What follows belongs to an exercise in optimizing a design on an open flow for small area and a short achievable clock period; a production flow would make more cautious choices.
At most, simulation tests tie the RTL to the original design; equivalence was not proved.
Power and IR drop assume default switching activity.

==> inputs of 12-03 <==
==> flow/design.v (excerpt) <==
module ultrasonido(clk, trig, echo, distancia, init, done);
input init;
input clk;
input echo;
output reg trig;
output reg [8:0] distancia;
output reg done;
reg [22:0] s;
wire zero22 = (s[21:0] == 22'd0);
wire fb = s[22] ^ s[17] ^ zero22;
wire cur_z = zero22 & ~s[22];           
wire next_z = zero22 & s[22];           
wire end_w = s[22] & s[20] & s[19] & s[11] & s[10] & ~s[6];
wire in_w = trig | cur_z;               
wire win = next_z | (in_w & ~end_w);    
reg [10:0] q;
reg [16:0] R;
reg h;
localparam [16:0] ROFF = 17'd31072;
wire act = ~win & echo;
wire lowev = ~win & ~echo;
wire last = q[10] & q[8] & q[7] & q[4] & q[1]
          & R[15] & R[12] & R[9] & R[3] & R[2] & R[1] & R[0];
wire [17:0] S = {1'b0, R} + 18'd17;
wire co = S[17];
wire keep = ~lowev & ~(act & last);
wire [16:0] R_step = act ? (co ? (S[16:0] | ROFF) : S[16:0]) : R;
wire [10:0] q_step = q + {10'd0, act & co};
always @(posedge clk) begin
	s <= init ? {s[21:0], fb} : 23'd0;
	trig <= init & win;
	done <= init & (done | lowev);
	if (!init) distancia <= 9'd0;
	else if (lowev & h) distancia <= q[8:0];
	h <= init & (act | (h & ~lowev));
	if (!init || !keep) begin
		q <= 11'd0;
		R <= ROFF;
	end else begin
		q <= q_step;
		R <= R_step;
	end
end
endmodule
==> module ultrasonido, before the edit <==
module ultrasonido(clk, trig, echo, distancia, init, done);
input init;
input clk;
input echo;
output reg trig;
output reg [8:0] distancia;
output reg done;
reg [22:0] s;
wire zero22 = (s[21:0] == 22'd0);
wire fb = s[22] ^ s[17] ^ zero22;
wire cur_z = zero22 & ~s[22];           
wire next_z = zero22 & s[22];           
wire end_w = s[22] & s[20] & s[19] & s[11] & s[10] & ~s[6];
wire in_w = trig | cur_z;               
wire win = next_z | (in_w & ~end_w);    
reg [10:0] q;
reg [16:0] R;
reg h;
localparam [16:0] ROFF = 17'd31072;
wire act = ~win & echo;
wire lowev = ~win & ~echo;
wire last = q[10] & q[8] & q[7] & q[4] & q[1]
          & R[15] & R[12] & R[9] & R[3] & R[2] & R[1] & R[0];
wire [17:0] S = {1'b0, R} + 18'd17;
wire co = S[17];
wire keep = ~lowev & ~(act & last);
wire [16:0] R_step = act ? (co ? (S[16:0] | ROFF) : S[16:0]) : R;
wire [10:0] q_step = q + {10'd0, act & co};
always @(posedge clk) begin
	s <= init ? {s[21:0], fb} : 23'd0;
	trig <= init & win;
	done <= init & (done | lowev);
	if (!init) distancia <= 9'd0;
	else if (lowev & h) distancia <= q[8:0];
	h <= init & (act | (h & ~lowev));
	if (!init || !keep) begin
		q <= 11'd0;
		R <= ROFF;
	end else begin
		q <= q_step;
		R <= R_step;
	end
end
endmodule
export LEC_CHECK = 0
export CAP_MARGIN = 20
export CORE_MARGIN = 2
export CORE_UTILIZATION = 40
export SLEW_MARGIN = 20
create_clock -name core_clock -period 18.0 [get_ports {clk}]
run.sh (not shown) runs the stock make flow with config.mk's settings and CLKGATE_MAP_FILE= SYNTH_SCRIPT=/design/flow/synth_recipe.tcl, a recipe that flattens the netlist after the stock synthesis.
==> inputs of 01-19, as changes to 12-03 <==
==> flow/design.v (replaced) <==
`timescale 1ns / 1ps
module ultrasonido(clk, trig, echo, distancia, init, done);
input init;
input clk;
input echo;
output reg trig;
output reg [8:0] distancia;
output reg done;
reg pr;       
reg pa;       
reg pl;       
reg [22:0] t;
localparam [22:0] INV = 23'h2AAAAA;
wire [22:0] s = t ^ INV;
reg W;
wire [22:0] s_nx = pr ? 23'd1 : {s[21:0], s[22] ^ s[17] ^ (s[21:0] == 22'd0)};
wire zero22 = (s_nx[21:0] == 22'd0);
wire next_z = zero22 & s_nx[22];        
wire cur_z = zero22 & ~s_nx[22];        
wire end_w = s_nx[22] & s_nx[20] & s_nx[19] & s_nx[11] & s_nx[10] & ~s_nx[6];
wire trig_nx = init & W;
wire W_nx = ~init | next_z | ((trig_nx | cur_z) & ~end_w);
wire win = W;
reg [10:0] q;
reg [16:0] R;
reg h;
localparam [16:0] ROFF = 17'd31072;
wire last = q[10] & q[8] & q[7] & q[4] & q[1]
          & R[15] & R[12] & R[9] & R[3] & R[2] & R[1] & R[0];
wire [17:0] S = {1'b0, R} + 18'd17;
wire co = S[17];
wire clr = pr | pl | (pa & last);
wire [16:0] R_nx = clr ? ROFF : pa ? (co ? (S[16:0] | ROFF) : S[16:0]) : R;
wire [10:0] q_nx = clr ? 11'd0 : q + {10'd0, pa & co};
wire h_now = ~pr & (pa | (h & ~pl));    
wire act = ~win & echo;
wire lowev = ~win & ~echo;
always @(posedge clk) begin
	pr <= ~init;
	pa <= init & act;
	pl <= init & lowev;
	t <= s_nx ^ INV;
	q <= q_nx;
	R <= R_nx;
	h <= h_now;
	trig <= trig_nx;
	W <= W_nx;
	done <= init & (done | lowev);
	if (!init) distancia <= 9'd0;
	else if (lowev & h_now) distancia <= q_nx[8:0];
end
endmodule
==> flow/flow/run.sh (new file) <==
#!/bin/bash
# Standard ORFS layout (the standard.sh) with extra make settings.
bash standard.sh BUFFER_PORTS_ARGS="-buffer_cell sky130_fd_sc_hd__buf_2" SETUP_SLACK_MARGIN=13.0 CORE_UTILIZATION=70 CTS_ARGS="-sink_clustering_enable -repair_clock_nets -dont_use_dummy_load" finish > standard.log 2>&1
==> flow/standard.sh (new file) <==
#!/bin/bash
# synth_recipe.tcl (not shown) runs the flow's synth.tcl, then flattens the netlist and writes it again
# the make line also repeats each setting of config.mk as NAME=value (left out here)
make -C /OpenROAD-flow-scripts/flow DESIGN_CONFIG=/design/flow/config.mk WORK_HOME=/design/flow/orfs CLKGATE_MAP_FILE= SYNTH_SCRIPT=/design/flow/synth_recipe.tcl "${@:-finish}"
removed: flow/run.sh
==> notes <==
12-03 went through all stages and came out clean. 01-19 finished clean.
Between 01-19 and 12-03, the lower power is in 01-19 (gap about 22%, measured against 12-03).
In 12-03 the count of clock-buffer cells in the layout is higher than in 01-19, by 2.
Clock power: 12-03 is higher than 01-19 (89%).
Against 12-03, the register-to-register slack of 01-19 is lower by 0.07 ns.
Against 01-19, the die area of 12-03 is higher by about 70%.
Between 12-03 and 01-19, the lower critical path depth is in 01-19 (gap 5).
Against 12-03, the global-route usage of 01-19 is higher by 11 points.
In 01-19 the clock skew is higher than in 12-03, by 0.015 ns.
Function not checked in 01-19: the RTL went through the layout flow alone.

[static timing again, ports no longer ideal]
No port has a modelled driver above. Below, the same layouts with a new extraction and two added sets of constraints. Step 1: set_driving_cell puts a clkbuf_16 on clk and a buf_2 on each other input, an assumption about the parent block. Step 2 moves the port delays by t, midway between the first and last clock arrival at a register: inputs arrive t later, outputs are due t later. That takes back most of the time a late clock gives input paths. Three values: ideal ports, drivers, drivers and shift; two values: the first two.
run | t, ns | slack for setup (ns) | slew at the worst register clock pin (ns) | worst data-port slew with drivers (ns)
12-03 | 0.363 | 12.339 / 12.331 / 11.968 | 0.07 / 0.07 | 0.04
01-19 | 0.412 | 13.423 / 13.422 / 13.009 | 0.10 / 0.10 | 0.03
After both steps every run listed still meets setup and hold. The setup slack of 01-19, which loses most, moves by -0.001 ns with the drivers and by -0.414 ns with both steps.
